Context: an optimization exercise on an open-source flow, tuned for small area. The choices shown serve that exercise and are no tape-out recipe.
The RTL was checked by simulation tests, not by an equivalence proof against the original design.
Power and IR drop assume default switching activity.

==> flow/design.v <==
package uart_reg_pkg;
    typedef struct packed {
        reg        TX_EN;  
        reg        TX_CLR_OVRN;  
        reg        RX_EN;  
        reg        RX_CLR_OVRN;  
        reg [7:0]  TX_DATA;  
        reg [15:0]  BAUDDIV;  
    } config_reg_t;
    typedef struct packed {
        reg        RX_VALID;  
        reg        RX_OVRN;  
        reg [4:0]  RX_LVL;  
        reg        RX_BUSY;  
        reg        TX_OVRN;  
        reg [4:0]  TX_LVL;  
        reg        TX_BUSY;  
        reg [7:0]  RX_DATA;  
    } status_reg_t;
endpackage
`timescale 1ns/1ps
module uart_top (
    input wire         clk_i,
    input wire         reset_i,
    input wire         rx_data_i,
    output wire        tx_data_o,
    input wire         psel_i,
    input wire         penable_i,
    input wire         pwrite_i,
    input wire  [4:0]  paddr_i,
    input wire  [31:0] pwdata_i,
    output reg  [31:0] prdata_o,
    output wire        pready_o,
    output wire        pslverr_o
);
    wire acc    = psel_i & penable_i;
    wire wr     = acc & pwrite_i;
    wire rd     = acc & ~pwrite_i;
    wire a_cfg  = (paddr_i == 5'h00);
    wire a_txd  = (paddr_i == 5'h08);
    wire a_rxd  = (paddr_i == 5'h0C);
    wire a_baud = (paddr_i == 5'h10);
    assign pready_o  = 1'b1;
    assign pslverr_o = psel_i & paddr_i[4] & (|paddr_i[3:0]);
    reg        tx_en, tx_clr, rx_en, rx_clr;
    reg [7:0]  tx_data_r;
    reg [15:0] baud_div;
    always @(posedge clk_i) begin
        if (reset_i) begin
            tx_en     <= 1'b0;
            tx_clr    <= 1'b0;
            rx_en     <= 1'b0;
            rx_clr    <= 1'b0;
            tx_data_r <= 8'h00;
            baud_div  <= 16'h0029;
        end else begin
            if (wr & a_cfg) begin
                tx_en  <= pwdata_i[0];
                tx_clr <= pwdata_i[1];
                rx_en  <= pwdata_i[2];
                rx_clr <= pwdata_i[3];
            end
            if (wr & a_txd)  tx_data_r <= pwdata_i[7:0];
            if (wr & a_baud) baud_div  <= pwdata_i[15:0];
        end
    end
    reg [15:0] bcnt;
    reg        tick;
    reg        bpend, bclr;
    wire       ben   = tx_en | rx_en;
    wire       bfire = (bcnt == 16'd1);
    always @(posedge clk_i) begin
        bpend <= ~reset_i & wr & a_baud & (pwdata_i[15:0] != baud_div);
        bclr  <= ~reset_i & bpend;
        tick  <= ~reset_i & ben & ~bclr & bfire;
        if (reset_i | ~ben | bclr | bfire) bcnt <= baud_div;
        else                               bcnt <= bcnt - 16'd1;
    end
    reg [7:0] txf [0:15];
    reg [4:0] tx_lvl;
    reg       tx_ovrn;
    wire      tx_full  = tx_lvl[4];
    wire      tx_wr    = wr & a_txd;
    wire      tx_push  = tx_wr & ~tx_full;
    wire      tx_pop;
    wire [7:0] tx_head;
    integer i;
    always @(posedge clk_i) begin
        if (tx_push) begin
            txf[0] <= pwdata_i[7:0];
            for (i = 1; i < 16; i = i + 1) txf[i] <= txf[i-1];
        end
    end
    wire [7:0] txm [0:15];
    genvar g;
    generate
        for (g = 0; g < 16; g = g + 1) begin : g_txm
            assign txm[g] = txf[(g + 15) % 16];
        end
    endgenerate
    assign tx_head = txm[tx_lvl[3:0]];
    always @(posedge clk_i) begin
        if (reset_i) begin
            tx_lvl  <= 5'd0;
            tx_ovrn <= 1'b0;
        end else begin
            if (tx_push & ~tx_pop)      tx_lvl <= tx_lvl + 5'd1;
            else if (~tx_push & tx_pop) tx_lvl <= tx_lvl - 5'd1;
            if (tx_wr & tx_full) tx_ovrn <= 1'b1;
            else if (tx_clr)     tx_ovrn <= 1'b0;
        end
    end
    localparam [3:0] T_IDLE = 4'd0, T_FETCH = 4'd1, T_STOP = 4'd12;
    reg [3:0] tst;
    reg [7:0] tbyte;
    reg [3:0] tcnt;
    reg       tbt;
    wire      tact = (tst != T_IDLE) & (tst != T_FETCH);
    assign    tx_pop = (tst == T_FETCH);
    always @(posedge clk_i) begin
        if (reset_i) begin
            tst <= T_IDLE;
        end else begin
            case (tst)
                T_IDLE:  if (tx_en & (tx_lvl != 5'd0)) tst <= T_FETCH;
                T_FETCH: tst <= 4'd2;
                default: if (tbt) tst <= (tst == T_STOP) ? T_IDLE : tst + 4'd1;
            endcase
        end
        if (tst == T_FETCH) tbyte <= tx_head;
        if (reset_i | ~tact) tcnt <= 4'd0;
        else if (tick)       tcnt <= tcnt + 4'd1;
        tbt <= ~reset_i & tact & tick & (tcnt == 4'd15);
    end
    wire tdata_ph = (tst >= 4'd4) & (tst <= 4'd11);
    wire [2:0] tbit = {tst[3], tst[1:0]};
    assign tx_data_o = (tst == 4'd3) ? 1'b0 : (tdata_ph ? tbyte[tbit] : 1'b1);
    wire tx_busy = (tst != T_IDLE);
    localparam [3:0] R_MON = 4'd0, R_PUSH = 4'd1, R_FS = 4'd2, R_SV = 4'd3, R_STOP = 4'd12;
    reg       s1, s2;
    reg [3:0] rst_q;
    reg [7:0] rbyte;
    reg [3:0] rcnt;
    reg       sp, sq, svalid;
    wire      rbusy = (rst_q != R_MON) & (rst_q != R_PUSH);
    wire      rmon  = (rst_q == R_MON) | (rst_q == R_PUSH) | (rst_q == R_FS);
    wire      rdata_ph = (rst_q >= 4'd4) & (rst_q <= 4'd11);
    always @(posedge clk_i) begin
        if (reset_i) begin
            s1 <= 1'b1;
            s2 <= 1'b1;
        end else begin
            s1 <= rx_data_i;
            s2 <= s1;
        end
    end
    always @(posedge clk_i) begin
        if (reset_i) begin
            rst_q <= R_MON;
        end else if (rmon) begin
            rst_q <= (~s2 & rx_en) ? R_SV : R_MON;
        end else if (svalid) begin
            if (rst_q == R_SV)        rst_q <= sp ? R_FS : 4'd4;
            else if (rst_q == R_STOP) rst_q <= sp ? R_PUSH : R_MON;
            else                      rst_q <= rst_q + 4'd1;
        end
        if (svalid & rdata_ph) rbyte <= {sp, rbyte[7:1]};
        if (reset_i | ~rbusy) rcnt <= 4'd0;
        else if (tick)        rcnt <= rcnt + 4'd1;
        if (tick & rbusy) begin
            if (rcnt == 4'd6) begin
                sp <= s2;
                sq <= s2;
            end else if (rcnt == 4'd7) begin
                sp <= sp & s2;
                sq <= sq | s2;
            end else if (rcnt == 4'd8) begin
                sp <= sp | (sq & s2);
            end
        end
        svalid <= ~reset_i & tick & rbusy & (rcnt == 4'd8);
    end
    reg [7:0] rxf [0:15];
    reg [4:0] rx_lvl;
    reg       rx_ovrn;
    wire      rx_full  = rx_lvl[4];
    wire      rx_wen   = (rst_q == R_PUSH);
    wire      rx_push  = rx_wen & ~rx_full;
    wire      rx_valid = (rx_lvl != 5'd0);
    wire      rx_pop   = rd & a_rxd & rx_valid;
    always @(posedge clk_i) begin
        if (rx_push) begin
            rxf[0] <= rbyte;
            for (i = 1; i < 16; i = i + 1) rxf[i] <= rxf[i-1];
        end
    end
    wire [7:0] rxm [0:15];
    generate
        for (g = 0; g < 16; g = g + 1) begin : g_rxm
            assign rxm[g] = rxf[(g + 15) % 16];
        end
    endgenerate
    wire [7:0] rx_head = rxm[rx_lvl[3:0]];
    always @(posedge clk_i) begin
        if (reset_i) begin
            rx_lvl  <= 5'd0;
            rx_ovrn <= 1'b0;
        end else begin
            if (rx_push & ~rx_pop)      rx_lvl <= rx_lvl + 5'd1;
            else if (~rx_push & rx_pop) rx_lvl <= rx_lvl - 5'd1;
            if (rx_wen & rx_full) rx_ovrn <= 1'b1;
            else if (rx_clr)      rx_ovrn <= 1'b0;
        end
    end
    always @(*) begin
        prdata_o = 32'h0;
        case (paddr_i)
            5'h00: prdata_o[3:0]  = {rx_clr, rx_en, tx_clr, tx_en};
            5'h04: prdata_o[14:0] = {tx_busy, tx_lvl, tx_ovrn, rbusy, rx_lvl, rx_ovrn, rx_valid};
            5'h08: prdata_o[7:0]  = tx_data_r;
            5'h0C: prdata_o[7:0]  = rx_head;
            5'h10: prdata_o[15:0] = baud_div;
            default: ;
        endcase
    end
endmodule
Settings: LEC_CHECK=0, ABC_AREA=1, CAP_MARGIN=20, CORE_MARGIN=2, CORE_UTILIZATION=60, CTS_BUF_LIST=sky130_fd_sc_hd__clkbuf_4, CTS_CLUSTER_SIZE=20, SLEW_MARGIN=20; clock period 5.0 ns.
run.sh (not shown) runs the stock make flow with config.mk's settings and CLKGATE_MAP_FILE= SYNTH_SCRIPT=/design/flow/synth_recipe.tcl, a recipe that flattens the netlist after the stock synthesis.
The baseline ran to the end with no violations.
Next try:
- ABC_AREA: 1 -> default
- CORE_UTILIZATION: 60 -> 40
- CTS_BUF_LIST: sky130_fd_sc_hd__clkbuf_4 -> default
- CTS_CLUSTER_SIZE: 20 -> default
Effect: The changed run completed with no timing, DRC or antenna violations; combinational power went down by about 3%; via count went down by about 8%; cell count went down by 9.1%; first-iteration DRC count went up by 1.7%; maximum frequency went down by 3.1%; sequential share of layout area went down by 1.8 points; area after synthesis went up by about 1.2%; clock power went up by 16%; clock-buffer cell count went down by 86; hold slack is better by 0.012 ns; die area went up by 50%.
Next try:
==> flow/flow/run.sh (new file) <==
#!/bin/bash
set -euo pipefail
export BUFFER_PORTS_ARGS="-buffer_cell sky130_fd_sc_hd__buf_1"
export CTS_ARGS="-sink_clustering_enable -repair_clock_nets -dont_use_dummy_load -buf_list sky130_fd_sc_hd__clkbuf_8 -sink_clustering_size 16 -sink_clustering_max_diameter 50"
bash standard.sh > flow_make.log 2>&1
==> flow/standard.sh (new file) <==
#!/bin/bash
# synth_recipe.tcl (not shown) runs the flow's synth.tcl, then flattens the netlist and writes it again
# the make line also repeats each setting of config.mk as NAME=value (left out here)
make -C /OpenROAD-flow-scripts/flow DESIGN_CONFIG=/design/flow/config.mk WORK_HOME=/design/flow/orfs CLKGATE_MAP_FILE= SYNTH_SCRIPT=/design/flow/synth_recipe.tcl "${@:-finish}"
- ABC_AREA: default -> 1
- CORE_UTILIZATION: 40 -> 60
removed: flow/run.sh
Critical path depth went up by 1; wire length decreases by 12%; total power is lower by 11%; die area came out lower by 34%; final cell count came out higher by 3.0%; sequential power climbs by 15%; clock skew went up by 0.031 ns.
Next try:
==> flow/flow/run.sh (replaced) <==
#!/bin/bash
set -euo pipefail
export BUFFER_PORTS_ARGS="-buffer_cell sky130_fd_sc_hd__buf_1"
export CTS_ARGS="-sink_clustering_enable -repair_clock_nets -dont_use_dummy_load -buf_list sky130_fd_sc_hd__clkbuf_16 -sink_clustering_size 30 -sink_clustering_max_diameter 60"
bash standard.sh > flow_make.log 2>&1
The new run ran to the end with no violations. Core utilization went up by 0.78 points. Routed wire length came out higher by 0.34%. Global-route usage hardly moves. Clock power rose by 22%. Sequential share of layout area decreases by 0.73 points. Final cell count came out lower by 0.49%. Synthesized cell count does not change. Clock skew drops by 0.020 ns. Design area rises by 1.2%. Area after synthesis does not change.

==> static timing again, ports no longer ideal <==
No port has a modelled driver above. Below, the same layouts with a new extraction and two added sets of constraints.
Step 1 sets driving cells, clkbuf_16 on the clock port and buf_2 on the other inputs (assumed; they add their load-dependent delay and slew).
Step 2, shift: input delay + t, output delay - t, t = (earliest + latest rising clock arrival at the registers) / 2. This alone moves slack from input paths to output paths.
Slacks: ideal ports / drivers / drivers and shift; pairs: ideal ports / drivers.
run | t, ns | setup slack, ns | worst setup path at the end | cell pins on the clock port's net
the first run | 0.725 | 0.529 / 0.484 / 0.606 | input to output | 1
the second run | 0.583 | 0.387 / 0.346 / 0.361 | input to output | 1
the third run | 0.579 | 1.021 / 0.974 / 1.328 | input to output | 1
the fourth run | 0.589 | 0.979 / 0.930 / 1.294 | input to output | 1
After both steps setup and hold are still met in every run listed. For the second run, which loses most, drivers alone change the setup slack by -0.041 ns; drivers and shift together by -0.026 ns.
